Background: an optimization exercise with open tools, aiming at small area, a short achievable clock period and few clock cycles per item. Do not read the settings as production practice.
In this exercise RTL edits were held to simulation tests only and were not proved equivalent to the original.
Power and IR drop assume default switching activity.

**flow/config.mk**
```make
export PLATFORM = sky130hd
export DESIGN_NAME = pow_5_seq
export DESIGN_NICKNAME = pow_5_seq
export VERILOG_FILES = /design/flow/design.v
export SDC_FILE = /design/flow/constraint.sdc
export NUM_CORES = 4
export LEC_CHECK = 0
export CAP_MARGIN = 20
export CORE_MARGIN = 2
export CORE_UTILIZATION = 40
export CTS_CLUSTER_DIAMETER = 200
export CTS_CLUSTER_SIZE = 50
export SETUP_SLACK_MARGIN = 1.7
export SLEW_MARGIN = 20
```
**flow/constraint.sdc**
```tcl
create_clock -name core_clock -period 5.8 [get_ports {clock}]
set_input_delay 1.1600 -clock core_clock [delete_from_list [all_inputs] [get_ports {clock}]]
set_output_delay 1.1600 -clock core_clock [all_outputs]
set_load 0.01 [all_outputs]
```
**flow/design.v**
```verilog
module pow_5_seq
(
    input         clock,
    input         reset_n,
    input         run,
    input  [17:0] n,
    output        ready,
    output [17:0] n_pow_5
);
    reg rdy;
    always @(posedge clock or negedge reset_n)
        if (!reset_n) rdy <= 1'b0;
        else          rdy <= run;
    assign ready = rdy;
    wire w1;
    wire w2;
    wire w3;
    wire w4;
    wire w5;
    wire w6;
    wire w7;
    wire w8;
    wire w9;
    wire w10;
    wire w11;
    wire w12;
    wire w13;
    wire w14;
    wire w15;
    wire w16;
    wire w17;
    wire w18;
    wire w19;
    wire w20;
    wire w21;
    wire w22;
    wire w23;
    wire w24;
    wire w25;
    wire w26;
    wire w27;
    wire w28;
    wire w29;
    wire w30;
    wire w31;
    wire w32;
    wire w33;
    wire w34;
    wire w35;
    wire w36;
    wire w37;
    wire w38;
    wire w39;
    wire w40;
    wire w41;
    wire w42;
    wire w43;
    wire w44;
    wire w45;
    wire w46;
    wire w47;
    wire w48;
    wire w49;
    wire w50;
    wire w51;
    wire w52;
    wire w53;
    wire w54;
    wire w55;
    wire w56;
    wire w57;
    wire w58;
    wire w59;
    wire w60;
    wire w61;
    wire w62;
    wire w63;
    wire w64;
    wire w65;
    wire w66;
    wire w67;
    wire w68;
    wire w69;
    wire w70;
    wire w71;
    wire w72;
    wire w73;
    wire w74;
    wire w75;
    wire w76;
    wire w77;
    wire w78;
    wire w79;
    wire w80;
    wire w81;
    wire w82;
    wire w83;
    wire w84;
    wire w85;
    wire w86;
    wire w87;
    wire w88;
    wire w89;
    wire w90;
    wire w91;
    wire w92;
    wire w93;
    wire w94;
    wire w95;
    wire w96;
    wire w97;
    wire w98;
    wire w99;
    wire w100;
    wire w101;
    wire w102;
    wire w103;
    wire w104;
    wire w105;
    wire w106;
    wire w107;
    wire w108;
    wire w109;
    wire w110;
    wire w111;
    wire w112;
    wire w113;
    wire w114;
    wire w115;
    wire w116;
    wire w117;
    wire w118;
    wire w119;
    wire w120;
    wire w121;
    wire w122;
    wire w123;
    wire w124;
    wire w125;
    wire w126;
    wire w127;
    wire w128;
    wire w129;
    wire w130;
    wire w131;
    wire w132;
    wire w133;
    wire w134;
    wire w135;
    wire w136;
    wire w137;
    wire w138;
    wire w139;
    wire w140;
    wire w141;
    wire w142;
    wire w143;
    wire w144;
    wire w145;
    wire w146;
    wire w147;
    wire w148;
    wire w149;
    wire w150;
    wire w151;
    wire w152;
    wire w153;
    wire w154;
    wire w155;
    wire w156;
    wire w157;
    wire w158;
    wire w159;
    wire w160;
    wire w161;
    wire w162;
    wire w163;
    wire w164;
    wire w165;
    wire w166;
    wire w167;
    wire w168;
    wire w169;
    wire w170;
    wire w171;
    wire w172;
    wire w173;
    wire w174;
    wire w175;
    wire w176;
    wire w177;
    wire w178;
    wire w179;
    wire w180;
    wire w181;
    wire w182;
    wire w183;
    wire w184;
    wire w185;
    wire w186;
    wire w187;
    wire w188;
    wire w189;
    wire w190;
    wire w191;
    wire w192;
    wire w193;
    wire w194;
    wire w195;
    wire w196;
    wire w197;
    wire w198;
    wire w199;
    wire w200;
    wire w201;
    wire w202;
    wire w203;
    wire w204;
    wire w205;
    wire w206;
    wire w207;
    wire w208;
    wire w209;
    wire w210;
    wire w211;
    wire w212;
    wire w213;
    wire w214;
    wire w215;
    wire w216;
    wire w217;
    wire w218;
    wire w219;
    wire w220;
    wire w221;
    wire w222;
    wire w223;
    wire w224;
    wire w225;
    wire w226;
    wire w227;
    wire w228;
    wire w229;
    wire w230;
    wire w231;
    wire w232;
    wire w233;
    wire w234;
    wire w235;
    wire w236;
    wire w237;
    wire w238;
    wire w239;
    wire w240;
    wire w241;
    wire w242;
    wire w243;
    wire w244;
    wire w245;
    wire w246;
    wire w247;
    wire w248;
    wire w249;
    wire w250;
    wire w251;
    wire w252;
    wire w253;
    wire w254;
    wire w255;
    wire w256;
    wire w257;
    wire w258;
    wire w259;
    wire w260;
    wire w261;
    wire w262;
    wire w263;
    wire w264;
    wire w265;
    wire w266;
    wire w267;
    wire w268;
    wire w269;
    wire w270;
    wire w271;
    wire w272;
    wire w273;
    wire w274;
    wire w275;
    wire w276;
    wire w277;
    wire w278;
    wire w279;
    wire w280;
    wire w281;
    wire w282;
    wire w283;
    wire w284;
    wire w285;
    reg r_w116;
    reg r_w111;
    reg r_w109;
    reg r_w119;
    reg r_w128;
    reg r_w130;
    reg r_w129;
    reg r_w131;
    reg r_w142;
    reg r_w144;
    reg r_w143;
    reg r_w158;
    reg r_w145;
    reg r_w160;
    reg r_w162;
    reg r_w186;
    reg r_w187;
    reg r_w188;
    reg r_w118;
    reg r_w199;
    reg r_w211;
    reg r_w223;
    reg r_w224;
    reg r_w221;
    reg r_w238;
    reg r_w219;
    reg r_w246;
    reg r_n_0;
    reg r_w1;
    reg r_w2;
    reg r_w3;
    reg r_w4;
    reg r_w5;
    reg r_w205;
    reg r_w275;
    reg r_w276;
    reg r_w277;
    reg r_w278;
    reg r_w279;
    reg [16:0] lut_a5;
    always @(*)
        case ({n[5], n[4], n[3], n[2], n[1], n[0]})
            6'd0: lut_a5 = 17'b00000000000000000;
            6'd1: lut_a5 = 17'b00000000000000000;
            6'd2: lut_a5 = 17'b00000000000010000;
            6'd3: lut_a5 = 17'b00000000001111001;
            6'd4: lut_a5 = 17'b00000001000000000;
            6'd5: lut_a5 = 17'b00000011000011010;
            6'd6: lut_a5 = 17'b00000111100110000;
            6'd7: lut_a5 = 17'b00010000011010011;
            6'd8: lut_a5 = 17'b00100000000000000;
            6'd9: lut_a5 = 17'b00111001101010100;
            6'd10: lut_a5 = 17'b01100001101010000;
            6'd11: lut_a5 = 17'b10011101010001101;
            6'd12: lut_a5 = 17'b11110011000000000;
            6'd13: lut_a5 = 17'b01101010100101110;
            6'd14: lut_a5 = 17'b00001101001110000;
            6'd15: lut_a5 = 17'b11100101100100111;
            6'd16: lut_a5 = 17'b00000000000000000;
            6'd17: lut_a5 = 17'b01101010100101000;
            6'd18: lut_a5 = 17'b00110101010010000;
            6'd19: lut_a5 = 17'b01110010000100001;
            6'd20: lut_a5 = 17'b00110101000000000;
            6'd21: lut_a5 = 17'b10010100011000010;
            6'd22: lut_a5 = 17'b10101000110110000;
            6'd23: lut_a5 = 17'b10001101011111011;
            6'd24: lut_a5 = 17'b01100000000000000;
            6'd25: lut_a5 = 17'b01000000101111100;
            6'd26: lut_a5 = 17'b01010010111010000;
            6'd27: lut_a5 = 17'b10111100100110101;
            6'd28: lut_a5 = 17'b10100111000000000;
            6'd29: lut_a5 = 17'b00111110011010110;
            6'd30: lut_a5 = 17'b10110010011110000;
            6'd31: lut_a5 = 17'b00110110001001111;
            6'd32: lut_a5 = 17'b00000000000000000;
            6'd33: lut_a5 = 17'b01001010001010000;
            6'd34: lut_a5 = 17'b01010010100010000;
            6'd35: lut_a5 = 17'b01011010111001001;
            6'd36: lut_a5 = 17'b10101001000000000;
            6'd37: lut_a5 = 17'b10000110101101010;
            6'd38: lut_a5 = 17'b01000010000110000;
            6'd39: lut_a5 = 17'b00101101100100011;
            6'd40: lut_a5 = 17'b10100000000000000;
            6'd41: lut_a5 = 17'b11110100110100100;
            6'd42: lut_a5 = 17'b10001100001010000;
            6'd43: lut_a5 = 17'b11001010111011101;
            6'd44: lut_a5 = 17'b00011011000000000;
            6'd45: lut_a5 = 17'b11101011001111110;
            6'd46: lut_a5 = 17'b10101111101110000;
            6'd47: lut_a5 = 17'b11100001101110111;
            6'd48: lut_a5 = 17'b00000000000000000;
            6'd49: lut_a5 = 17'b10001110101111000;
            6'd50: lut_a5 = 17'b00010111110010000;
            6'd51: lut_a5 = 17'b00101010101110001;
            6'd52: lut_a5 = 17'b01011101000000000;
            6'd53: lut_a5 = 17'b01001010000010010;
            6'd54: lut_a5 = 17'b10010011010110000;
            6'd55: lut_a5 = 17'b11100000101001011;
            6'd56: lut_a5 = 17'b11100000000000000;
            6'd57: lut_a5 = 17'b01000101111001100;
            6'd58: lut_a5 = 17'b11001101011010000;
            6'd59: lut_a5 = 17'b00111000010000101;
            6'd60: lut_a5 = 17'b01001111000000000;
            6'd61: lut_a5 = 17'b11100001000100110;
            6'd62: lut_a5 = 17'b11000100111110000;
            6'd63: lut_a5 = 17'b11011000010011111;
        endcase
    assign w1 = lut_a5[0];
    assign w2 = lut_a5[1];
    assign w3 = lut_a5[2];
    assign w4 = lut_a5[3];
    assign w5 = lut_a5[4];
    assign w6 = lut_a5[5];
    assign w7 = lut_a5[6];
    assign w8 = lut_a5[7];
    assign w9 = lut_a5[8];
    assign w10 = lut_a5[9];
    assign w11 = lut_a5[10];
    assign w12 = lut_a5[11];
    assign w13 = lut_a5[12];
    assign w14 = lut_a5[13];
    assign w15 = lut_a5[14];
    assign w16 = lut_a5[15];
    assign w17 = lut_a5[16];
    reg [7:0] lut_p;
    always @(*)
        case ({n[5], n[4], n[3], n[2], n[1], n[0]})
            6'd0: lut_p = 8'b00000000;
            6'd1: lut_p = 8'b00000000;
            6'd2: lut_p = 8'b00000101;
            6'd3: lut_p = 8'b00011001;
            6'd4: lut_p = 8'b01010000;
            6'd5: lut_p = 8'b11000011;
            6'd6: lut_p = 8'b10010101;
            6'd7: lut_p = 8'b11101110;
            6'd8: lut_p = 8'b00000000;
            6'd9: lut_p = 8'b00000010;
            6'd10: lut_p = 8'b00110101;
            6'd11: lut_p = 8'b11011111;
            6'd12: lut_p = 8'b01010000;
            6'd13: lut_p = 8'b11011101;
            6'd14: lut_p = 8'b11100101;
            6'd15: lut_p = 8'b11001100;
            6'd16: lut_p = 8'b00000000;
            6'd17: lut_p = 8'b11110100;
            6'd18: lut_p = 8'b00100101;
            6'd19: lut_p = 8'b00010101;
            6'd20: lut_p = 8'b01010000;
            6'd21: lut_p = 8'b01100111;
            6'd22: lut_p = 8'b11110101;
            6'd23: lut_p = 8'b10011010;
            6'd24: lut_p = 8'b00000000;
            6'd25: lut_p = 8'b11010110;
            6'd26: lut_p = 8'b11010101;
            6'd27: lut_p = 8'b10111011;
            6'd28: lut_p = 8'b01010000;
            6'd29: lut_p = 8'b01100001;
            6'd30: lut_p = 8'b11000101;
            6'd31: lut_p = 8'b01011000;
            6'd32: lut_p = 8'b00000000;
            6'd33: lut_p = 8'b10101000;
            6'd34: lut_p = 8'b01000101;
            6'd35: lut_p = 8'b11010001;
            6'd36: lut_p = 8'b01010000;
            6'd37: lut_p = 8'b11001011;
            6'd38: lut_p = 8'b01010101;
            6'd39: lut_p = 8'b00000110;
            6'd40: lut_p = 8'b00000000;
            6'd41: lut_p = 8'b01101010;
            6'd42: lut_p = 8'b01110101;
            6'd43: lut_p = 8'b01010111;
            6'd44: lut_p = 8'b01010000;
            6'd45: lut_p = 8'b10100101;
            6'd46: lut_p = 8'b10100101;
            6'd47: lut_p = 8'b10100100;
            6'd48: lut_p = 8'b00000000;
            6'd49: lut_p = 8'b00011100;
            6'd50: lut_p = 8'b01100101;
            6'd51: lut_p = 8'b01001101;
            6'd52: lut_p = 8'b01010000;
            6'd53: lut_p = 8'b11101111;
            6'd54: lut_p = 8'b10110101;
            6'd55: lut_p = 8'b00110010;
            6'd56: lut_p = 8'b00000000;
            6'd57: lut_p = 8'b10111110;
            6'd58: lut_p = 8'b00010101;
            6'd59: lut_p = 8'b10110011;
            6'd60: lut_p = 8'b01010000;
            6'd61: lut_p = 8'b10101001;
            6'd62: lut_p = 8'b10000101;
            6'd63: lut_p = 8'b10110000;
        endcase
    assign w18 = lut_p[0];
    assign w19 = lut_p[1];
    assign w20 = lut_p[2];
    assign w21 = lut_p[3];
    assign w22 = lut_p[4];
    assign w23 = lut_p[5];
    assign w24 = lut_p[6];
    assign w25 = lut_p[7];
    reg [2:0] lut_q;
    always @(*)
        case ({n[5], n[4], n[3], n[2], n[1], n[0]})
            6'd0: lut_q = 3'b000;
            6'd1: lut_q = 3'b001;
            6'd2: lut_q = 3'b010;
            6'd3: lut_q = 3'b001;
            6'd4: lut_q = 3'b000;
            6'd5: lut_q = 3'b100;
            6'd6: lut_q = 3'b110;
            6'd7: lut_q = 3'b100;
            6'd8: lut_q = 3'b000;
            6'd9: lut_q = 3'b111;
            6'd10: lut_q = 3'b010;
            6'd11: lut_q = 3'b111;
            6'd12: lut_q = 3'b000;
            6'd13: lut_q = 3'b010;
            6'd14: lut_q = 3'b110;
            6'd15: lut_q = 3'b010;
            6'd16: lut_q = 3'b000;
            6'd17: lut_q = 3'b101;
            6'd18: lut_q = 3'b010;
            6'd19: lut_q = 3'b101;
            6'd20: lut_q = 3'b000;
            6'd21: lut_q = 3'b000;
            6'd22: lut_q = 3'b110;
            6'd23: lut_q = 3'b000;
            6'd24: lut_q = 3'b000;
            6'd25: lut_q = 3'b011;
            6'd26: lut_q = 3'b010;
            6'd27: lut_q = 3'b011;
            6'd28: lut_q = 3'b000;
            6'd29: lut_q = 3'b110;
            6'd30: lut_q = 3'b110;
            6'd31: lut_q = 3'b110;
            6'd32: lut_q = 3'b000;
            6'd33: lut_q = 3'b001;
            6'd34: lut_q = 3'b010;
            6'd35: lut_q = 3'b001;
            6'd36: lut_q = 3'b000;
            6'd37: lut_q = 3'b100;
            6'd38: lut_q = 3'b110;
            6'd39: lut_q = 3'b100;
            6'd40: lut_q = 3'b000;
            6'd41: lut_q = 3'b111;
            6'd42: lut_q = 3'b010;
            6'd43: lut_q = 3'b111;
            6'd44: lut_q = 3'b000;
            6'd45: lut_q = 3'b010;
            6'd46: lut_q = 3'b110;
            6'd47: lut_q = 3'b010;
            6'd48: lut_q = 3'b000;
            6'd49: lut_q = 3'b101;
            6'd50: lut_q = 3'b010;
            6'd51: lut_q = 3'b101;
            6'd52: lut_q = 3'b000;
            6'd53: lut_q = 3'b000;
            6'd54: lut_q = 3'b110;
            6'd55: lut_q = 3'b000;
            6'd56: lut_q = 3'b000;
            6'd57: lut_q = 3'b011;
            6'd58: lut_q = 3'b010;
            6'd59: lut_q = 3'b011;
            6'd60: lut_q = 3'b000;
            6'd61: lut_q = 3'b110;
            6'd62: lut_q = 3'b110;
            6'd63: lut_q = 3'b110;
        endcase
    assign w26 = lut_q[0];
    assign w27 = lut_q[1];
    assign w28 = lut_q[2];
    reg [2:0] lut_r;
    always @(*)
        case ({n[10], n[9], n[8], n[7], n[6]})
            5'd0: lut_r = 3'b000;
            5'd1: lut_r = 3'b000;
            5'd2: lut_r = 3'b001;
            5'd3: lut_r = 3'b010;
            5'd4: lut_r = 3'b100;
            5'd5: lut_r = 3'b110;
            5'd6: lut_r = 3'b001;
            5'd7: lut_r = 3'b100;
            5'd8: lut_r = 3'b000;
            5'd9: lut_r = 3'b100;
            5'd10: lut_r = 3'b001;
            5'd11: lut_r = 3'b110;
            5'd12: lut_r = 3'b100;
            5'd13: lut_r = 3'b010;
            5'd14: lut_r = 3'b001;
            5'd15: lut_r = 3'b000;
            5'd16: lut_r = 3'b000;
            5'd17: lut_r = 3'b000;
            5'd18: lut_r = 3'b001;
            5'd19: lut_r = 3'b010;
            5'd20: lut_r = 3'b100;
            5'd21: lut_r = 3'b110;
            5'd22: lut_r = 3'b001;
            5'd23: lut_r = 3'b100;
            5'd24: lut_r = 3'b000;
            5'd25: lut_r = 3'b100;
            5'd26: lut_r = 3'b001;
            5'd27: lut_r = 3'b110;
            5'd28: lut_r = 3'b100;
            5'd29: lut_r = 3'b010;
            5'd30: lut_r = 3'b001;
            5'd31: lut_r = 3'b000;
        endcase
    assign w29 = lut_r[0];
    assign w30 = lut_r[1];
    assign w31 = lut_r[2];
    assign w32 = n[0] & n[6];
    assign w33 = n[0] & n[7];
    assign w34 = n[0] & n[8];
    assign w35 = n[0] & n[9];
    assign w36 = n[0] & n[10];
    assign w37 = n[0] & n[11];
    assign w38 = w18 & n[6];
    assign w39 = w18 & n[7];
    assign w40 = w18 & n[8];
    assign w41 = w18 & n[9];
    assign w42 = w18 & n[10];
    assign w43 = w18 & n[11];
    assign w44 = w19 & n[6];
    assign w45 = w19 & n[7];
    assign w46 = w19 & n[8];
    assign w47 = w19 & n[9];
    assign w48 = w19 & n[10];
    assign w49 = w19 & n[11];
    assign w50 = w20 & n[6];
    assign w51 = w20 & n[7];
    assign w52 = w20 & n[8];
    assign w53 = w20 & n[9];
    assign w54 = w20 & n[10];
    assign w55 = w20 & n[11];
    assign w56 = w21 & n[6];
    assign w57 = w21 & n[7];
    assign w58 = w21 & n[8];
    assign w59 = w21 & n[9];
    assign w60 = w21 & n[10];
    assign w61 = w22 & n[6];
    assign w62 = w22 & n[7];
    assign w63 = w22 & n[8];
    assign w64 = w22 & n[9];
    assign w65 = w23 & n[6];
    assign w66 = w23 & n[7];
    assign w67 = w23 & n[8];
    assign w68 = w24 & n[6];
    assign w69 = w24 & n[7];
    assign w70 = w25 & n[6];
    assign w71 = n[0] & n[12];
    assign w72 = n[0] & n[13];
    assign w73 = n[0] & n[14];
    assign w74 = n[0] & n[15];
    assign w75 = n[0] & n[16];
    assign w76 = n[0] & n[17];
    assign w77 = w18 & n[12];
    assign w78 = w18 & n[13];
    assign w79 = w19 & n[12];
    assign w80 = n[0] & w29;
    assign w81 = n[0] & w30;
    assign w82 = n[0] & w31;
    assign w83 = w1 & n[6];
    assign w84 = w1 & w29;
    assign w85 = w1 & w30;
    assign w86 = w26 & n[6];
    assign w87 = w26 & w29;
    assign w88 = w27 & n[6];
    assign w89 = w28 & n[6];
    assign w90 = w34 ^ w32;
    assign w91 = w34 & w32;
    assign w92 = w35 ^ w33 ^ w91;
    assign w93 = (w35 & w33) | (w35 & w91) | (w33 & w91);
    assign w94 = w36 ^ w34 ^ w93;
    assign w95 = (w36 & w34) | (w36 & w93) | (w34 & w93);
    assign w96 = w10 ^ w38;
    assign w97 = w10 & w38;
    assign w98 = w37 ^ w35 ^ w11;
    assign w99 = (w37 & w35) | (w37 & w11) | (w35 & w11);
    assign w100 = w95 ^ w39 ^ w44;
    assign w101 = (w95 & w39) | (w95 & w44) | (w39 & w44);
    assign w102 = w97 ^ w98;
    assign w103 = w97 & w98;
    assign w104 = w36 ^ w71 ^ w12;
    assign w105 = (w36 & w71) | (w36 & w12) | (w71 & w12);
    assign w106 = w40 ^ w45 ^ w50;
    assign w107 = (w40 & w45) | (w40 & w50) | (w45 & w50);
    assign w108 = w99 ^ w104 ^ w101;
    assign w109 = (w99 & w104) | (w99 & w101) | (w104 & w101);
    assign w110 = w106 ^ w103;
    assign w111 = w106 & w103;
    assign w112 = w37 ^ w72 ^ w32;
    assign w113 = (w37 & w72) | (w37 & w32) | (w72 & w32);
    assign w114 = w112 ^ w13 ^ w41;
    assign w115 = (w112 & w13) | (w112 & w41) | (w13 & w41);
    assign w116 = w46 ^ w51 ^ w56;
    assign w117 = (w46 & w51) | (w46 & w56) | (w51 & w56);
    assign w118 = w105 ^ w107 ^ w114;
    assign w119 = (w105 & w107) | (w105 & w114) | (w107 & w114);
    assign w120 = r_w116 ^ r_w111 ^ r_w109;
    assign w121 = (r_w116 & r_w111) | (r_w116 & r_w109) | (r_w111 & r_w109);
    assign w122 = w73 ^ w71 ^ w113;
    assign w123 = (w73 & w71) | (w73 & w113) | (w71 & w113);
    assign w124 = w14 ^ w122 ^ w42;
    assign w125 = (w14 & w122) | (w14 & w42) | (w122 & w42);
    assign w126 = w47 ^ w52 ^ w57;
    assign w127 = (w47 & w52) | (w47 & w57) | (w52 & w57);
    assign w128 = w61 ^ w83 ^ w115;
    assign w129 = (w61 & w83) | (w61 & w115) | (w83 & w115);
    assign w130 = w117 ^ w124 ^ w126;
    assign w131 = (w117 & w124) | (w117 & w126) | (w124 & w126);
    assign w132 = r_w119 ^ r_w128 ^ r_w130;
    assign w133 = (r_w119 & r_w128) | (r_w119 & r_w130) | (r_w128 & r_w130);
    assign w134 = w74 ^ w72 ^ w123;
    assign w135 = (w74 & w72) | (w74 & w123) | (w72 & w123);
    assign w136 = w15 ^ w43 ^ w48;
    assign w137 = (w15 & w43) | (w15 & w48) | (w43 & w48);
    assign w138 = w53 ^ w58 ^ w62;
    assign w139 = (w53 & w58) | (w53 & w62) | (w58 & w62);
    assign w140 = w65 ^ w80 ^ w86;
    assign w141 = (w65 & w80) | (w65 & w86) | (w80 & w86);
    assign w142 = w134 ^ w125 ^ w127;
    assign w143 = (w134 & w125) | (w134 & w127) | (w125 & w127);
    assign w144 = w136 ^ w138 ^ w140;
    assign w145 = (w136 & w138) | (w136 & w140) | (w138 & w140);
    assign w146 = r_w129 ^ r_w131 ^ r_w142;
    assign w147 = (r_w129 & r_w131) | (r_w129 & r_w142) | (r_w131 & r_w142);
    assign w148 = r_w144 ^ w133;
    assign w149 = r_w144 & w133;
    assign w150 = w75 ^ w73 ^ w16;
    assign w151 = (w75 & w73) | (w75 & w16) | (w73 & w16);
    assign w152 = w49 ^ w54 ^ w59;
    assign w153 = (w49 & w54) | (w49 & w59) | (w54 & w59);
    assign w154 = w63 ^ w66 ^ w68;
    assign w155 = (w63 & w66) | (w63 & w68) | (w66 & w68);
    assign w156 = w77 ^ w81 ^ w84;
    assign w157 = (w77 & w81) | (w77 & w84) | (w81 & w84);
    assign w158 = w88 ^ w135 ^ w150;
    assign w159 = (w88 & w135) | (w88 & w150) | (w135 & w150);
    assign w160 = w137 ^ w139 ^ w141;
    assign w161 = (w137 & w139) | (w137 & w141) | (w139 & w141);
    assign w162 = w152 ^ w154 ^ w156;
    assign w163 = (w152 & w154) | (w152 & w156) | (w154 & w156);
    assign w164 = r_w143 ^ r_w158 ^ r_w145;
    assign w165 = (r_w143 & r_w158) | (r_w143 & r_w145) | (r_w158 & r_w145);
    assign w166 = r_w160 ^ r_w162 ^ w147;
    assign w167 = (r_w160 & r_w162) | (r_w160 & w147) | (r_w162 & w147);
    assign w168 = w164 ^ w149;
    assign w169 = w164 & w149;
    assign w170 = w76 ^ w74;
    assign w171 = w170 ^ w17;
    assign w172 = w55 ^ w60;
    assign w173 = w64 ^ w67;
    assign w174 = w69 ^ w70;
    assign w175 = w78 ^ w79;
    assign w176 = w82 ^ w85;
    assign w177 = w87 ^ w89;
    assign w178 = w171 ^ w172;
    assign w179 = w173 ^ w174;
    assign w180 = w175 ^ w176;
    assign w181 = w177 ^ w151;
    assign w182 = w153 ^ w155;
    assign w183 = w157 ^ w178;
    assign w184 = w179 ^ w180;
    assign w185 = w181 ^ w182;
    assign w186 = w183 ^ w184;
    assign w187 = w159 ^ w161;
    assign w188 = w185 ^ w163;
    assign w189 = r_w186 ^ r_w187;
    assign w190 = r_w188 ^ w189;
    assign w191 = w165 ^ w190;
    assign w192 = w167 ^ w191;
    assign w193 = w6 & w32;
    assign w194 = w7 & w33;
    assign w195 = w8 & w90;
    assign w196 = w9 & w92;
    assign w197 = w94 & w96;
    assign w198 = w100 & w102;
    assign w199 = w108 & w110;
    assign w200 = r_w118 & w120;
    assign w201 = w121 & w132;
    assign w202 = w146 & w148;
    assign w203 = w166 & w168;
    assign w204 = w169 & w192;
    assign w205 = w6 ^ w32;
    assign w206 = w7 ^ w33;
    assign w207 = w8 ^ w90;
    assign w208 = w9 ^ w92;
    assign w209 = w94 ^ w96;
    assign w210 = w100 ^ w102;
    assign w211 = w108 ^ w110;
    assign w212 = r_w118 ^ w120;
    assign w213 = w121 ^ w132;
    assign w214 = w146 ^ w148;
    assign w215 = w166 ^ w168;
    assign w216 = w169 ^ w192;
    assign w217 = w3 & w2;
    assign w218 = w5 & w4;
    assign w219 = w194 | (w206 & w193);
    assign w220 = w206 & w205;
    assign w221 = w196 | (w208 & w195);
    assign w222 = w208 & w207;
    assign w223 = w198 | (w210 & w197);
    assign w224 = w210 & w209;
    assign w225 = w200 | (w212 & r_w199);
    assign w226 = w212 & r_w211;
    assign w227 = w202 | (w214 & w201);
    assign w228 = w214 & w213;
    assign w229 = w204 | (w216 & w203);
    assign w230 = w216 & w215;
    assign w231 = w2 & w1;
    assign w232 = w217 & w1;
    assign w233 = w205 & w218;
    assign w234 = w220 & w218;
    assign w235 = w197 | (w209 & w221);
    assign w236 = w209 & w222;
    assign w237 = r_w223 | (r_w224 & r_w221);
    assign w238 = w224 & w222;
    assign w239 = w201 | (w213 & w225);
    assign w240 = w213 & w226;
    assign w241 = w227 | (w228 & w225);
    assign w242 = w228 & w226;
    assign w243 = w4 & w232;
    assign w244 = w218 & w232;
    assign w245 = w233 & w232;
    assign w246 = w234 & w232;
    assign w247 = r_w199 | (r_w211 & w237);
    assign w248 = r_w211 & r_w238;
    assign w249 = w225 | (w226 & w237);
    assign w250 = w226 & r_w238;
    assign w251 = w239 | (w240 & w237);
    assign w252 = w240 & r_w238;
    assign w253 = w241 | (w242 & w237);
    assign w254 = w242 & r_w238;
    assign w255 = w195 | (w207 & w219);
    assign w256 = w207 & w246;
    assign w257 = w221 | (w222 & w219);
    assign w258 = w222 & w246;
    assign w259 = w235 | (w236 & w219);
    assign w260 = w236 & w246;
    assign w261 = w237 | (r_w238 & r_w219);
    assign w262 = r_w238 & r_w246;
    assign w263 = w247 | (w248 & r_w219);
    assign w264 = w248 & r_w246;
    assign w265 = w249 | (w250 & r_w219);
    assign w266 = w250 & r_w246;
    assign w267 = w251 | (w252 & r_w219);
    assign w268 = w252 & r_w246;
    assign w269 = w253 | (w254 & r_w219);
    assign w270 = w254 & r_w246;
    assign w271 = w203 | (w215 & w269);
    assign w272 = w215 & w270;
    assign w273 = w229 | (w230 & w269);
    assign w274 = w230 & w270;
    assign w275 = w206 ^ w193;
    assign w276 = w207 ^ w219;
    assign w277 = w208 ^ w255;
    assign w278 = w209 ^ w257;
    assign w279 = w210 ^ w259;
    assign w280 = r_w211 ^ w261;
    assign w281 = w212 ^ w263;
    assign w282 = w213 ^ w265;
    assign w283 = w214 ^ w267;
    assign w284 = w215 ^ w269;
    assign w285 = w216 ^ w271;
    always @(posedge clock) begin
        r_w116 <= w116;
        r_w111 <= w111;
        r_w109 <= w109;
        r_w119 <= w119;
        r_w128 <= w128;
        r_w130 <= w130;
        r_w129 <= w129;
        r_w131 <= w131;
        r_w142 <= w142;
        r_w144 <= w144;
        r_w143 <= w143;
        r_w158 <= w158;
        r_w145 <= w145;
        r_w160 <= w160;
        r_w162 <= w162;
        r_w186 <= w186;
        r_w187 <= w187;
        r_w188 <= w188;
        r_w118 <= w118;
        r_w199 <= w199;
        r_w211 <= w211;
        r_w223 <= w223;
        r_w224 <= w224;
        r_w221 <= w221;
        r_w238 <= w238;
        r_w219 <= w219;
        r_w246 <= w246;
        r_n_0 <= n[0];
        r_w1 <= w1;
        r_w2 <= w2;
        r_w3 <= w3;
        r_w4 <= w4;
        r_w5 <= w5;
        r_w205 <= w205;
        r_w275 <= w275;
        r_w276 <= w276;
        r_w277 <= w277;
        r_w278 <= w278;
        r_w279 <= w279;
    end
    assign n_pow_5 = {w285, w284, w283, w282, w281, w280, r_w279, r_w278, r_w277, r_w276, r_w275, r_w205, r_w5, r_w4, r_w3, r_w2, r_w1, r_n_0};
endmodule
```
**flow/run.sh**
```bash
#!/bin/bash
# synth_recipe.tcl (not shown) runs the flow's synth.tcl, then flattens the netlist and writes it again
# the make line also repeats each setting of config.mk as NAME=value (left out here)
make -C /OpenROAD-flow-scripts/flow DESIGN_CONFIG=/design/flow/config.mk WORK_HOME=/design/flow/orfs CLKGATE_MAP_FILE= SYNTH_SCRIPT=/design/flow/synth_recipe.tcl finish
```
==> results of run 1 <==
==> Yosys cell counts (8+ instances only) <==
library cell and n:
a211oi_1 10, a21oi_1 40, and2_1 11, buf_1 9, buf_2 13, buf_4 19
clkbuf_1 18, dfxtp_1 38, fa_1 37, ha_1 25, inv_1 42, nand2_1 68
nand2b_1 9, nor2_1 36, nor3_1 9, o211ai_1 8, o21ai_0 23, xnor2_1 19
xor2_1 9
==> stage by stage <==
stage	worst slack [ns]	power, mW	hold WS (ns)	instance area, um^2
floorplan	1.70	1.08	0.864	4490
CTS	1.70	1.51	0.994	4860
finish	1.80	1.50	1.00	4950
global placement	0.733	1.28	1.31	4740
global route	1.67	1.63	0.990	4950
detailed placement	0.587	1.29	1.31	4740
==> cells in the final DEF, fill, tap and decap left out, drive strengths merged, types with 3 or more instances in the layout <==
cell / instances
clkdlybuf4s50: 30
a21oi: 40
a211oi: 10
nor3: 9
nor3b: 3
dfxtp: 38
xnor2: 19
xor2: 9
and3: 4
mux2i: 4
o31ai: 5
o211ai: 8
and2: 12
a311oi: 3
nand2b: 9
nand2: 69
fa: 37
o21a: 5
and2b: 4
a221o: 3
nor2b: 7
nand3: 7
ha: 25
clkbuf: 8
nor2: 36
inv: 42
a31oi: 7
mux4: 5
o21ai: 24
buf: 17
o311ai: 3
==> where the power goes <==
part           internal (mW)  switching (mW)  leakage, nW
Sequential             0.343          0.0261        0.329
Combinational          0.449           0.439         1.72
Clock                  0.139           0.101       0.0612
==> critical path, delay by kind of cell <==
family | cells | cell delay (ns)
compound gates | 1 | 0.31
xor+xnor | 3 | 0.41
simple gates | 1 | 0.13
mux | 2 | 0.58
fa+ha+maj | 3 | 1.16
buf+inv | 2 | 0.43
==> final timing paths <==
check	from	end	slack (ns)	cells past startpoint
worst max-delay path	n[1]	r_w188	1.80	12
worst min-delay path	reset_n	rdy	1.00	1
max in group asynchronous	reset_n	rdy	4.70	1
min in group core_clock	n[0]	r_n_0	1.12	1
==> timing repair <==
item / 4_1_cts / 5_1_grt
hold buffers: 0 / 0
resized for setup: 26 / 19
setup endpoints to repair: 29 / 6
pin swaps: 1 / 2
setup buffers: 0 / 4
==> routing by layer <==
metal	vias to the layer above	wire [um]	global-route usage, %
li1	1803	-	-
met1	1854	5310	28.5
met2	171	5680	34.3
met3	23	713	1.96
met4	0	324	7.05
met5	-	0	0
==> kinds of logic (layout without fill, tap and decap cells) <==
logic type | after synthesis | count (layout) | synth area share (%)
AND/OR/NAND/NOR | 167 | 167 | 17.6
AO/OA/AOI/OAI | 130 | 130 | 19.4
buffers and inverters | 105 | 103 | 11.4
adder cells (fa/ha/maj) | 62 | 62 | 23.7
flip-flops | 39 | 39 | 17.7
XOR/XNOR | 30 | 30 | 6.52
multiplexers | 10 | 10 | 3.77
==> area by class of cell <==
cell class	count	area [um^2]
Clock buffer	6	82.6
Clock inverter	2	35.0
Fill cell	1118	5890
Inverter	43	168
Multi-Input combinational cell	399	3230
Sequential cell	39	786
Tap cell	140	175
Timing Repair Buffer	52	470
==> metrics.md, run 1 <==
| Metric | Value |
|---|---|
| Min-Delay Path Class | `in2async` |
| Share of cells above drive strength 1 | `11.1%` |
| CP Cell Sequence | `clkbuf_4 -> inv_1 -> ha_4 -> mux2i_1 -> mux4_2 -> a2bb2oi_2 -> nand2_1 -> fa_1 -> fa_2 -> xor2_1 -> xnor2_1 -> xnor2_1` |
| Predominant post-synthesis flop cell | `dfxtp_1` |
| Initial antenna violation count | `0` |
| Diodes inserted | `0` |
| Largest net degree at the start of global routing | `85` |
| Worst IR Drop VDD | `0.306 mV` |
| # H-tree levels | `2` |
| CP startpoint kind | `input port` |
| CP arrival | `4.19 ns` |
| First-pass GRT wire length | `19,200 um` |
| Final wirelength | `12,000 um` |
| Final nets | `623` |
| DRC | `0` |
| Die area | `12,000 um^2` |
| Critical Path Sink Type | `flop` |
| DR pass1 iterations | `5` |
| Clock Tree Buf Depth | `2` |
| Post-DR vias/cell | `5.65` |
| CTS tree | `yes` |
| Async SR Flop Fraction | `2.56%` |
| DR WL/cell | `17.7 um` |
| Setup TNS | `0 ns` |
| Net count after synthesis | `626` |
| Mapped Cells | `543` |
| Yosys reg bits | `39` |
| # setup viols final | `0` |
| Site Rows | `38` |
| Post-synth EDFFs | `0` |
| Antenna Nets Post-Route | `0` |
| Synth top area share | `17.1%` |
| P&R area growth vs syn | `11.2%` |
| Power Dens Cells | `303 nW/um^2` |
| Maximum fanout along the worst path | `16` |
| Final max-slew violation count | `0` |
| RSZ-0062 raised after global routing | `yes` |
| Most used cell, CP | `xnor2_1` |
| GP Congestion | `0.925` |
| Largest cells by area after synthesis | `dfxtp_1 (17%), fa_1 (17%), ha_1 (7.0%)` |
| Min Tclk post-route | `4.00 ns` |
| Clock Tree Root | `clkbuf_8` |
| Hold Fails Final Rpt | `0` |
| CORE AREA | `10,800 um^2` |
| Outcome | `timing/DRC/antenna clean` |
| CP Data Required Time | `5.98 ns` |
| LEAKAGE | `2.11 nW` |
| Vias in the first global route | `3,667` |
| CP Class | `in2reg` |
| Max_slew headroom | `46.6%` |
| Synth cell types | `68` |
| Total track usage | `20.8%` |
| Sequential share of the synthesized area | `17.7%` |
| Post-Syn Area | `4450 um^2` |
| IO buf count | `39` |
| # Max-Cap Violations | `0` |
| Die width | `109 um` |
| TritonCTS Buffers | `5` |
| Worst slew pin tran | `0.801 ns` |
| Fmax | `250 MHz` |
| Final core occ | `45.6%` |
| Finished Layout Cells | `681` |
| Initial Util | `41.1%` |
| Crit-path slowest cell | `fa_1` |
| Dpl cells | `669` |
| HPWL Detailed | `9090 um` |
| Detailed Route Iter0 Violations | `416` |
| Critical Path Max Stage Delay | `0.54 ns` |
| Synthesized area per cell | `8.20 um^2` |
| I/O pins | `40` |
| Reg clk slew, reported paths | `0.09 ns` |
| Largest area contributor in the netlist | `dfxtp_1` |
| DR vias | `3,851` |
| Die H | `109 um` |
| Synth warnings | `1` |
| Clk sinks | `39` |
| Final period util | `69.0%` |
| Total gr overflow | `0` |
Testbench counts, summed over its fixed seeds: cycles 24,000, items 24,000.
==> inputs of run 2 (changes only) <==
--- a/flow/config.mk
+++ b/flow/config.mk
@@ -8,6 +8,7 @@
 export CAP_MARGIN = 20
 export CORE_MARGIN = 2
 export CORE_UTILIZATION = 40
+export CTS_BUF_LIST = sky130_fd_sc_hd__clkbuf_4 sky130_fd_sc_hd__clkbuf_8
 export CTS_CLUSTER_DIAMETER = 200
 export CTS_CLUSTER_SIZE = 50
 export SETUP_SLACK_MARGIN = 1.7
==> metrics.md, run 2 <==
| Metric | Value |
|---|---|
| Outcome | `timing/DRC/antenna clean (unchanged)` |
| Fillers | `1,118 (unchanged)` |
| Maximum fanout along the worst path | `16 (unchanged)` |
| IO buf count | `39 (unchanged)` |
| Hold-fix buffer count after cts | `0 (unchanged)` |
| CP arrival | `4.19 ns (about the same)` |
| Post-synth EDFFs | `0 (unchanged)` |
| Net count after synthesis | `626 (unchanged)` |
| Share of cells above drive strength 1 | `11.1% (unchanged)` |
| Power Dens Cells | `303 nW/um^2 (unchanged)` |
| CP startpoint kind | `input port (unchanged)` |
| Async SR Flop Fraction | `2.56% (unchanged)` |
| Clock Tree Root | `clkbuf_8 (unchanged)` |
| Initial Util | `41.1% (unchanged)` |
| Predominant post-synthesis flop cell | `dfxtp_1 (unchanged)` |
| Final wirelength | `12,000 um (unchanged)` |
| Diodes inserted | `0 (unchanged)` |
| Synth cell count leaders | `nand2_1 (68), inv_1 (42), a21oi_1 (40) (unchanged)` |
| Most frequent cells in the layout | `nand2_1 (66), inv_1 (39), dfxtp_1 (38) (unchanged)` |
| Min Hold Slack | `1.00 ns (unchanged)` |
| Commonest non-fill, non-tap cell in the layout | `nand2_1 (unchanged)` |
| Die area | `12,000 um^2 (unchanged)` |
| Placed cell areas | `4740 um^2 (unchanged)` |
| RSZ-0062 raised after global routing | `yes (unchanged)` |
| DR pass1 iterations | `5 (unchanged)` |
| Sequential share of the synthesized area | `17.7% (unchanged)` |
| DR vias | `3,851 (unchanged)` |
| Post-Syn Area | `4450 um^2 (unchanged)` |
| Synth top area share | `17.1% (unchanged)` |
| CORE AREA | `10,800 um^2 (unchanged)` |
| DR WL/cell | `17.7 um (unchanged)` |
| NetSw | `566 uW (unchanged)` |
| Worst IR Drop VDD | `0.306 mV (unchanged)` |
| Switching Fraction | `37.8% (unchanged)` |
| Max_slew headroom | `46.6% (unchanged)` |
| P&R area growth vs syn | `11.2% (unchanged)` |
| Count leader, synth | `nand2_1 (unchanged)` |
| TritonCTS Buffers | `5 (unchanged)` |
| HPWL Detailed | `9090 um (unchanged)` |
| # Max-Cap Violations | `0 (unchanged)` |
| Initial antenna violation count | `0 (unchanged)` |
| Logic pwr share | `59.3% (about the same)` |
| Critical Path Sink Type | `flop (unchanged)` |
| Pwr Total | `1.50 mW (unchanged)` |
| Die width | `109 um (unchanged)` |
| CP Data Required Time | `5.98 ns (about the same)` |
| Min-Delay Path Class | `in2async (unchanged)` |
| Synthesized area per cell | `8.20 um^2 (unchanged)` |
| Die H | `109 um (unchanged)` |
| Total track usage | `20.8% (unchanged)` |
| GP Congestion | `0.925 (unchanged)` |
| Largest net degree at the start of global routing | `85 (unchanged)` |
| Largest area contributor in the netlist | `dfxtp_1 (unchanged)` |
| CTS tree | `yes (unchanged)` |
| Synth cell types | `68 (unchanged)` |
| Total gr overflow | `0 (unchanged)` |
| Design area | `4950 um^2 (unchanged)` |
| Yosys reg bits | `39 (unchanged)` |
| Worst setup path startpoint | `n[1] (unchanged)` |
| Largest cells by area after synthesis | `dfxtp_1 (17%), fa_1 (17%), ha_1 (7.0%) (unchanged)` |
| # H-tree levels | `2 (unchanged)` |
| Seq pwr share | `24.7% (about the same)` |
| I/O pins | `40 (unchanged)` |
| Antenna Nets Post-Route | `0 (unchanged)` |
| Fmax | `250 MHz (unchanged)` |
| Clock Tree Buf Depth | `2 (unchanged)` |
| DRC | `0 (unchanged)` |
| Worst slew pin tran | `0.801 ns (unchanged)` |
| # setup viols final | `0 (unchanged)` |
| Mapped Cells | `543 (unchanged)` |
| Final nets | `623 (unchanged)` |
| Site Rows | `38 (unchanged)` |
| First-pass GRT wire length | `19,200 um (unchanged)` |
| Cell-internal power | `931 uW (unchanged)` |
| CP Class | `in2reg (unchanged)` |
| Hold Fails Final Rpt | `0 (unchanged)` |
| Setup TNS | `0 ns (unchanged)` |
| Final period util | `69.0% (unchanged)` |
| Post-DR vias/cell | `5.65 (unchanged)` |
| Vias in the first global route | `3,667 (unchanged)` |
| Clk pwr share | `16.1% (about the same)` |
| Reg clk slew, reported paths | `0.09 ns (about the same)` |
| Clk sinks | `39 (unchanged)` |
| Synth warnings | `1 (unchanged)` |
| Min Tclk post-route | `4.00 ns (unchanged)` |
| Detailed Route Iter0 Violations | `416 (unchanged)` |
| LEAKAGE | `2.11 nW (unchanged)` |
| Final max-slew violation count | `0 (unchanged)` |
-- run 2: cell counts in the layout (fill, tap and decap cells not counted) --
No cell type changed its count.
-- run 2: layout make-up --
type                            instances  area, um^2  share of cell area, %
Clock inverter                          2        35.0                  0.708
Timing Repair Buffer                   52         470                   9.51
Clock buffer                            6        82.6                   1.67
Multi-Input combinational cell        399        3230                   65.3
Inverter                               43         168                   3.39
Sequential cell                        39         786                   15.9
Tap cell                              140         175                   3.54
-- run 2: kinds of logic (layout without fill, tap and decap cells) --
logic type                 Yosys count  count (layout)  share of synthesized area [%]
and+or+nand+nor                    167             167                           17.6
AOI/OAI and AO/OA                  130             130                           19.4
buffers and inverters              105             103                           11.4
adders and majority gates           62              62                           23.7
DFF                                 39              39                           17.7
xor gates and xnor gates            30              30                           6.52
muxes                               10              10                           3.77
-- run 2: final timing paths --
| check | endpoint | slack [ns] | cells after the start |
|---|---|---|---|
| max in group asynchronous | rdy | 4.70 | 1 |
| min in group core_clock | r_n_0 | 1.12 | 1 |
| worst max-delay path | r_w188 | 1.80 | 12 |
| worst min-delay path | rdy | 1.00 | 1 |
-- run 2: power by group through the flow --
stage | clock network, mW | registers, mW | logic (mW)
after floorplan | 0 | 0.372 | 0.711
after global placement | 0 | 0.376 | 0.901
after detailed placement | 0 | 0.377 | 0.910
after CTS | 0.246 | 0.371 | 0.890
after global routing | 0.259 | 0.377 | 0.994
final | 0.240 | 0.369 | 0.887
-- run 2: what timing repair did --
item | in CTS | in global routing
endpoints found under the setup margin | 29 | 6
setup buffers | 0 | 4
gates resized for setup | 26 | 19
cloned | 0 | 0
pin swaps | 1 | 2
-- run 2: worst max-delay path, stage by stage --
cell       delay, ns
clkbuf_4        0.19
inv_1           0.24
ha_4            0.25
mux2i_1         0.09
mux4_2          0.49
a2bb2oi_2       0.31
nand2_1         0.13
fa_1            0.54
fa_2            0.37
xor2_1          0.15
xnor2_1         0.14
xnor2_1         0.12
-- run 2: metal layers --
layer  share of wire [%]  track usage, %  wire length [um]
met3                 5.9            1.96               713
met5                   0               0                 0
met2                  47            34.3              5680
met4                 2.7            7.05               324
met1                  44            28.5              5310
-- run 2: through the flow --
stage                     util (%)  instances  setup slack, ns
final                         45.6        681             1.80
after detailed placement      43.7        669            0.587
after floorplan                  -        543             1.70
after CTS                     44.9        677             1.70
after global placement        43.7        669            0.733
after global routing          45.6        681             1.67
==> inputs of run 3 (changes only) <==
==> flow/flow/run.sh (new file) <==
#!/bin/bash
# Own layout flow: the standard layout (standard.sh, unchanged synthesis and steps),
# except that the port buffers are inserted as buf_2 cells instead of the default choice.
# make's full output goes to standard_flow.log in this folder; ORFS's per-step logs stay
# under orfs/logs.
set -euo pipefail
bash standard.sh "BUFFER_PORTS_ARGS=-buffer_cell sky130_fd_sc_hd__buf_2" finish > standard_flow.log 2>&1
==> flow/standard.sh (new file) <==
#!/bin/bash
# synth_recipe.tcl (not shown) runs the flow's synth.tcl, then flattens the netlist and writes it again
# the make line also repeats each setting of config.mk as NAME=value (left out here)
make -C /OpenROAD-flow-scripts/flow DESIGN_CONFIG=/design/flow/config.mk WORK_HOME=/design/flow/orfs CLKGATE_MAP_FILE= SYNTH_SCRIPT=/design/flow/synth_recipe.tcl "${@:-finish}"
--- a/flow/config.mk
+++ b/flow/config.mk
@@ -8,8 +8,5 @@
 export CAP_MARGIN = 20
 export CORE_MARGIN = 2
 export CORE_UTILIZATION = 40
-export CTS_BUF_LIST = sky130_fd_sc_hd__clkbuf_4 sky130_fd_sc_hd__clkbuf_8
-export CTS_CLUSTER_DIAMETER = 200
-export CTS_CLUSTER_SIZE = 50
 export SETUP_SLACK_MARGIN = 1.7
 export SLEW_MARGIN = 20
removed: flow/run.sh
==> metrics.md, run 3 <==
| Metric | Value |
|---|---|
| Outcome | `timing/DRC/antenna clean (unchanged)` |
| Post-Syn Area | `4450 um^2 (unchanged)` |
| Most frequent cells in the layout | `nand2_1 (67), inv_1 (39), a21oi_1 (39) (was nand2_1 (66), inv_1 (39), dfxtp_1 (38))` |
| GR peak layer | `met2 (unchanged)` |
| Dpl cells | `662 (was 669)` |
| Critical Path Max Stage Delay | `0.57 ns (was 0.54 ns)` |
| Clock Tree Buf Depth | `2 (unchanged)` |
| Post-synth EDFFs | `0 (unchanged)` |
| CORE AREA | `10,800 um^2 (unchanged)` |
| Design area | `4790 um^2 (was 4950 um^2)` |
| DRC | `0 (unchanged)` |
| Final WS setup | `1.75 ns (was 1.80 ns)` |
| # setup viols final | `0 (unchanged)` |
| Fmax | `247 MHz (was 250 MHz)` |
| Initial antenna violation count | `0 (unchanged)` |
| Global Route met1 Usage | `29.1% (was 28.5%)` |
| Largest cells by area after synthesis | `dfxtp_1 (17%), fa_1 (17%), ha_1 (7.0%) (unchanged)` |
| Synthesized area per cell | `8.20 um^2 (unchanged)` |
| P&R area growth vs syn | `7.62% (was 11.2%)` |
| Critical Path Sink Type | `flop (unchanged)` |
| Async SR Flop Fraction | `2.56% (unchanged)` |
| Site Rows | `38 (unchanged)` |
| Min Tclk post-route | `4.05 ns (was 4.00 ns)` |
| CP startpoint kind | `input port (unchanged)` |
| Detailed Route Iter0 Violations | `401 (was 416)` |
| # H-tree levels | `2 (unchanged)` |
| Max_slew headroom | `51.5% (was 46.6%)` |
| Sequential share of the synthesized area | `17.7% (unchanged)` |
| Min-Delay Path Class | `in2async (unchanged)` |
| Setup TNS | `0 ns (unchanged)` |
| Synthesized-area fraction occupied by and/or/nand/nor cells | `17.6% (unchanged)` |
| Met2 Use GR | `32.9% (was 34.3%)` |
| Maximum fanout along the worst path | `16 (unchanged)` |
| Min Hold Slack | `0.611 ns (was 1.00 ns)` |
| Total track usage | `20.9% (was 20.8%)` |
| Count leader, synth | `nand2_1 (unchanged)` |
| Pwr Total | `1.47 mW (was 1.50 mW)` |
| Mux cell area share after synthesis | `3.77% (unchanged)` |
| Vias in the first global route | `3,572 (was 3,667)` |
| Largest family of logic cells by synthesized area | `adder cells (unchanged)` |
| Worst slew pin tran | `0.719 ns (was 0.801 ns)` |
| Post-DR vias/cell | `5.66 (was 5.65)` |
| Synth cell count leaders | `nand2_1 (68), inv_1 (42), a21oi_1 (40) (unchanged)` |
| Antenna Nets Post-Route | `0 (unchanged)` |
| LEAKAGE | `2.09 nW (was 2.11 nW)` |
| Largest area contributor in the netlist | `dfxtp_1 (unchanged)` |
| Power Dens Cells | `307 nW/um^2 (was 303 nW/um^2)` |
| # Max-Cap Violations | `0 (unchanged)` |
| Diodes inserted | `0 (unchanged)` |
| Hold-fix buffer count after cts | `0 (unchanged)` |
| First-pass GRT wire length | `19,200 um (about the same)` |
| Share of cells above drive strength 1 | `15.7% (was 11.1%)` |
| Net count after synthesis | `626 (unchanged)` |
| Predominant post-synthesis flop cell | `dfxtp_1 (unchanged)` |
| Die area | `12,000 um^2 (unchanged)` |
| Compound-Gate Fraction of Synth Area | `19.4% (unchanged)` |
| Final nets | `617 (was 623)` |
| Clk sinks | `39 (unchanged)` |
| Finished Layout Cells | `675 (was 681)` |
| Total gr overflow | `0 (unchanged)` |
| HPWL Detailed | `8850 um (was 9090 um)` |
| Mapped Cells | `543 (unchanged)` |
| Post-synthesis adder-cell area fraction | `23.7% (unchanged)` |
| Reg clk slew, reported paths | `0.09 ns (about the same)` |
| TritonCTS Buffers | `5 (unchanged)` |
| Synth cell types | `68 (unchanged)` |
| Yosys reg bits | `39 (unchanged)` |
| Initial Util | `41.1% (unchanged)` |
| IO buf count | `39 (unchanged)` |
| Synth top area share | `17.1% (unchanged)` |
| Largest net degree at the start of global routing | `85 (unchanged)` |
| RSZ-0062 raised after global routing | `yes (unchanged)` |
| CP Cell Sequence | `buf_6 -> clkinvlp_4 -> ha_4 -> clkbuf_2 -> buf_4 -> nor2_1 -> a21oi_1 -> a21oi_1 -> o21ai_0 -> fa_1 -> inv_1 -> fa_1 -> inv_1 -> ha_1 (was clkbuf_4 -> inv_1 -> ha_4 -> mux2i_1 -> mux4_2 -> a2bb2oi_2 -> nand2_1 -> fa_1 -> fa_2 -> xor2_1 -> xnor2_1 -> xnor2_1)` |
| Final max-slew violation count | `0 (unchanged)` |
| DR pass1 iterations | `5 (unchanged)` |
| Final wirelength | `12,000 um (about the same)` |
| CTS tree | `yes (unchanged)` |
| Synth warnings | `1 (unchanged)` |
| I/O pins | `40 (unchanged)` |
| Die width | `109 um (unchanged)` |
| Final core occ | `44.2% (was 45.6%)` |
| CP arrival | `4.22 ns (was 4.19 ns)` |
| GR Util met3 | `3.56% (was 1.96%)` |
| Post-Synth XOR/XNOR Area | `6.52% (unchanged)` |
| Placed cell areas | `4500 um^2 (was 4740 um^2)` |
| Hold Fails Final Rpt | `0 (unchanged)` |
| Worst IR Drop VDD | `0.298 mV (was 0.306 mV)` |
| Clock Tree Root | `clkbuf_8 (unchanged)` |
| Commonest non-fill, non-tap cell in the layout | `nand2_1 (unchanged)` |
| DR WL/cell | `17.8 um (was 17.7 um)` |
| CP Data Required Time | `5.98 ns (about the same)` |
| DR vias | `3,820 (was 3,851)` |
| GP Congestion | `0.918 (was 0.925)` |
| Crit-path slowest cell | `fa_1 (unchanged)` |
| CP Class | `in2reg (unchanged)` |
| Die H | `109 um (unchanged)` |
| Dpl ws | `0.921 ns (was 0.587 ns)` |
| Final period util | `69.7% (was 69.0%)` |
## run 3: cell counts after synthesis
Identical to the previous run, type by type.
## run 3: critical path: cells and delay by family
| family | cells | cell delay (ns) |
|---|---|---|
| fa+ha+maj | 4 | 1.65 |
| compound gates | 3 | 0.49 |
| simple gates | 1 | 0.14 |
| buf+inv | 6 | 0.77 |
## run 3: where the power goes
part / total [mW] / switching, mW / internal [mW]
clock: 0.282 / 0.110 / 0.172
combinational: 0.816 / 0.438 / 0.378
sequential: 0.370 / 0.0269 / 0.343
## run 3: final timing paths
kind	from	to	depth (start not counted)
worst min-delay path	reset_n	rdy	1
max in group asynchronous	reset_n	rdy	1
min in group core_clock	run	rdy	1
worst max-delay path	n[1]	r_w211	14
## run 3: layer usage
layer  vias up  wire length [um]
met1      1796              5300
met5         -                 0
met4         0               290
met3        25              1010
li1       1803                 -
met2       196              5380
## run 3: cells by family (layout without fill, tap and decap cells)
kind of cell | after synthesis | after routing
muxes | 10 | 10
adders and majority gates | 62 | 62
and+or+nand+nor | 167 | 167
DFF | 39 | 39
xor gates and xnor gates | 30 | 30
AOI/OAI and AO/OA | 130 | 130
buffers and inverters | 105 | 97
## run 3: area by class of cell
| cell class | count | area [um^2] |
|---|---|---|
| timing repair buffer | 46 | 279 |
| multi-input combinational | 399 | 3250 |
| clock buffer | 6 | 72.6 |
| fill | 1080 | 6050 |
| tap | 140 | 175 |
| inverter | 43 | 171 |
| sequential | 39 | 786 |
| clock inverter | 2 | 60.1 |
## run 3: repair_timing
item | in CTS | in global routing
resized for setup | 9 | 20
buffers inserted | 0 | 5
setup endpoints to repair | 18 | 4
pin swaps | 0 | 4
==> inputs of run 4 (changes only) <==
==> flow/flow/run.sh (replaced) <==
#!/bin/bash
# Own layout flow: the standard layout (standard.sh, unchanged synthesis and steps),
# except that the port buffers are inserted as buf_1 cells instead of the default choice.
# make's full output goes to standard_flow.log in this folder; ORFS's per-step logs stay
# under orfs/logs.
set -euo pipefail
bash standard.sh "BUFFER_PORTS_ARGS=-buffer_cell sky130_fd_sc_hd__buf_1" finish > standard_flow.log 2>&1
==> metrics.md, run 4 <==
| Metric | Value |
|---|---|
| Multi-input logic area | `3220 um^2 (was 3250 um^2)` |
| CP startpoint kind | `input port (unchanged)` |
| Most frequent cells in the layout | `nand2_1 (66), inv_1 (40), a21oi_1 (39) (was nand2_1 (67), inv_1 (39), a21oi_1 (39))` |
| LEAKAGE | `1.99 nW (was 2.09 nW)` |
| Antenna Nets Post-Route | `0 (unchanged)` |
| Clk sinks | `39 (unchanged)` |
| Vias in the first global route | `3,605 (was 3,572)` |
| Crit-path slowest cell | `mux4_2 (was fa_1)` |
| Synth cell count leaders | `nand2_1 (68), inv_1 (42), a21oi_1 (40) (unchanged)` |
| Die area | `12,000 um^2 (unchanged)` |
| Die width | `109 um (unchanged)` |
| Largest area contributor in the netlist | `dfxtp_1 (unchanged)` |
| Logic pwr share | `55.9% (was 55.6%)` |
| Yosys reg bits | `39 (unchanged)` |
| DR WL/cell | `17.7 um (was 17.8 um)` |
| Max_slew headroom | `48.3% (was 51.5%)` |
| Predominant post-synthesis flop cell | `dfxtp_1 (unchanged)` |
| Diodes inserted | `0 (unchanged)` |
| Commonest non-fill, non-tap cell in the layout | `nand2_1 (unchanged)` |
| Fillers | `1,116 (was 1,080)` |
| P&R area growth vs syn | `5.29% (was 7.62%)` |
| CP arrival | `4.29 ns (was 4.22 ns)` |
| Final period util | `69.6% (was 69.7%)` |
| Async SR Flop Fraction | `2.56% (unchanged)` |
| Post-DR vias/cell | `5.65 (was 5.66)` |
| CP Cell Sequence | `clkbuf_4 -> inv_4 -> ha_2 -> and2b_1 -> or2_0 -> mux4_2 -> nand2_2 -> fa_1 -> fa_2 -> xor2_1 -> xnor2_1 -> xnor2_1 (was buf_6 -> clkinvlp_4 -> ha_4 -> clkbuf_2 -> buf_4 -> nor2_1 -> a21oi_1 -> a21oi_1 -> o21ai_0 -> fa_1 -> inv_1 -> fa_1 -> inv_1 -> ha_1)` |
| Critical Path Max Stage Delay | `0.58 ns (was 0.57 ns)` |
| Hold Fails Final Rpt | `0 (unchanged)` |
| Pwr Total | `1.39 mW (was 1.47 mW)` |
| Sequential share of the synthesized area | `17.7% (unchanged)` |
| NetSw | `557 uW (was 575 uW)` |
| Net count after synthesis | `626 (unchanged)` |
| # Max-Cap Violations | `0 (unchanged)` |
| HPWL Detailed | `9030 um (was 8850 um)` |
| Largest net degree at the start of global routing | `85 (unchanged)` |
| Total gr overflow | `0 (unchanged)` |
| Seq pwr share | `26.7% (was 25.2%)` |
| Reg clk slew, reported paths | `0.09 ns (about the same)` |
| Hold-fix buffer count after cts | `0 (unchanged)` |
| Count leader, synth | `nand2_1 (unchanged)` |
| Switching Fraction | `40.2% (was 39.2%)` |
| Final max-slew violation count | `0 (unchanged)` |
| Maximum fanout along the worst path | `11 (was 16)` |
| Fmax | `248 MHz (was 247 MHz)` |
| Worst IR Drop VDD | `0.239 mV (was 0.298 mV)` |
| Clk pwr share | `17.4% (was 19.2%)` |
| Most used cell, CP | `xnor2_1` |
| Synth top area share | `17.1% (unchanged)` |
| Largest cells by area after synthesis | `dfxtp_1 (17%), fa_1 (17%), ha_1 (7.0%) (unchanged)` |
| Synth cell types | `68 (unchanged)` |
| CTS tree | `yes (unchanged)` |
| Synthesized area per cell | `8.20 um^2 (unchanged)` |
| Min Hold Slack | `0.602 ns (was 0.611 ns)` |
| Final wirelength | `12,000 um (about the same)` |
| Initial Util | `41.1% (unchanged)` |
| TritonCTS Buffers | `5 (unchanged)` |
| Worst slew pin tran | `0.775 ns (was 0.719 ns)` |
| Setup TNS | `0 ns (unchanged)` |
| Total track usage | `20.5% (was 20.9%)` |
| # H-tree levels | `2 (unchanged)` |
| RSZ-0062 raised after global routing | `yes (unchanged)` |
| Detailed Route Iter0 Violations | `490 (was 401)` |
| Critical Path Sink Type | `flop (unchanged)` |
| CP Class | `in2reg (unchanged)` |
| Min Tclk post-route | `4.04 ns (was 4.05 ns)` |
| Clock Tree Buf Depth | `2 (unchanged)` |
| Initial antenna violation count | `0 (unchanged)` |
| Post-Syn Area | `4450 um^2 (unchanged)` |
| # setup viols final | `0 (unchanged)` |
| Share of cells above drive strength 1 | `9.53% (was 15.7%)` |
| GP Congestion | `0.932 (was 0.918)` |
| CP Data Required Time | `6.05 ns (was 5.98 ns)` |
| Outcome | `timing/DRC/antenna clean (unchanged)` |
| Power Dens Cells | `296 nW/um^2 (was 307 nW/um^2)` |
| DR vias | `3,813 (was 3,820)` |
| Clock Tree Root | `clkbuf_8 (unchanged)` |
| I/O pins | `40 (unchanged)` |
| Cell-internal power | `828 uW (was 893 uW)` |
| Min-Delay Path Class | `in2async (unchanged)` |
| Post-synth EDFFs | `0 (unchanged)` |
| DR pass1 iterations | `6 (was 5)` |
| IO buf count | `39 (unchanged)` |
| Die H | `109 um (unchanged)` |
| First-pass GRT wire length | `18,800 um (was 19,200 um)` |
| Synth warnings | `1 (unchanged)` |
| Site Rows | `38 (unchanged)` |
| CORE AREA | `10,800 um^2 (unchanged)` |
| Final nets | `617 (unchanged)` |
| DRC | `0 (unchanged)` |
| Register area | `786 um^2 (unchanged)` |
| Mapped Cells | `543 (unchanged)` |
==> run 4: cell counts after synthesis <==
Identical to the previous run, type by type.
==> run 4: layout make-up <==
type,instances,area share [%]
Timing Repair Buffer,46,4.75
Clock buffer,6,1.76
Sequential cell,39,16.8
Tap cell,140,3.74
Inverter,43,3.50
Clock inverter,2,0.748
Multi-Input combinational cell,399,68.7
==> run 4: how the worst max path moves through the flow <==
stage	cells past startpoint	from	end	slack, ns
2_1_floorplan	14	n[0]	r_w188	1.70
3_3_place_gp	13	n[1]	r_w188	1.09
3_5_place_dp	13	n[1]	r_w188	0.98
4_1_cts	12	n[1]	r_w238	1.71
5_1_grt	11	n[4]	r_w188	1.64
6_report	12	n[0]	r_w188	1.76
==> run 4: what timing repair did <==
item / CTS / global route
gates resized for setup: 6 / 19
setup endpoints to repair: 18 / 9
buffers inserted: 0 / 1
pin swaps: 0 / 2
==> run 4: routing by layer <==
layer  vias up  wire length [um]  GRT usage [%]  share of wire [%]
met5         -                 0              0                  0
met4         0               297           8.86                2.5
met3        24               849           3.20                7.1
met2       183              5620           32.6                 47
met1      1804              5200           27.6                 43
li1       1802                 -              -                  -
==> run 4: metrics by stage <==
step | area, um^2 | cells | util (%) | setup slack, ns
after floorplan | 4490 | 543 | - | 1.70
after global placement | 4490 | 666 | 41.4 | 1.09
after detailed placement | 4490 | 666 | 41.4 | 0.981
after CTS | 4620 | 674 | 42.6 | 1.71
after global routing | 4690 | 675 | 43.2 | 1.64
final | 4690 | 675 | 43.2 | 1.76
==> run 4: critical path: cells and delay by family <==
kind | cells | cell delay, ns
multiplexers | 1 | 0.58
XOR/XNOR | 3 | 0.48
buffers and inverters | 2 | 0.34
AND/OR/NAND/NOR | 3 | 0.66
adder cells (fa/ha/maj) | 3 | 1.07
==> run 4: power by group through the flow <==
stage | Clock (mW) | Sequential [mW] | Combinational [mW]
after floorplan | 0 | 0.372 | 0.711
after global placement | 0 | 0.376 | 0.745
after detailed placement | 0 | 0.378 | 0.756
after CTS | 0.249 | 0.372 | 0.762
after global routing | 0.261 | 0.379 | 0.885
final | 0.241 | 0.370 | 0.774
==> run 4: cell families after synthesis <==
kind of cell    count (synthesis)  synth area share [%]
flops                          39                  17.7
compound gates                130                  19.4
fa+ha+maj                      62                  23.7
mux                            10                  3.77
simple gates                  167                  17.6
xor+xnor                       30                  6.52
buf+inv                       105                  11.4

## port drivers added, routing unchanged
In the flow no input, the clock included, has a driving cell. The finished layouts below were timed again as built, in two steps.
Step 1: set_driving_cell puts a clkbuf_16 on clock and a buf_2 on each other input, an assumption about the parent block.
Step 2 also shifts input and output timing later by t, the mid clock arrival at the registers, as if the neighbouring blocks saw the same clock.
Three values: ideal, step 1, step 2; two values: the first two.
| run | t, ns | setup slack, ns | worst setup path after step 2 | latest minus earliest clock arrival (ns) | worst slew at a driven data input, ns |
|---|---|---|---|---|---|
| run 1 | 0.316 | 1.798 / 1.809 / 1.494 | input to register | 0.015 / 0.015 | 0.04 |
| run 2 | 0.316 | 1.798 / 1.809 / 1.494 | input to register | 0.015 / 0.015 | 0.04 |
| run 3 | 0.325 | 1.755 / 1.749 / 1.424 | input to register | 0.023 / 0.023 | 0.06 |
| run 4 | 0.338 | 1.761 / 1.773 / 1.435 | input to register | 0.020 / 0.020 | 0.03 |
After both steps every run listed still meets setup and hold. The setup slack of run 3, which loses most, moves by -0.006 ns with the drivers and by -0.331 ns with both steps.
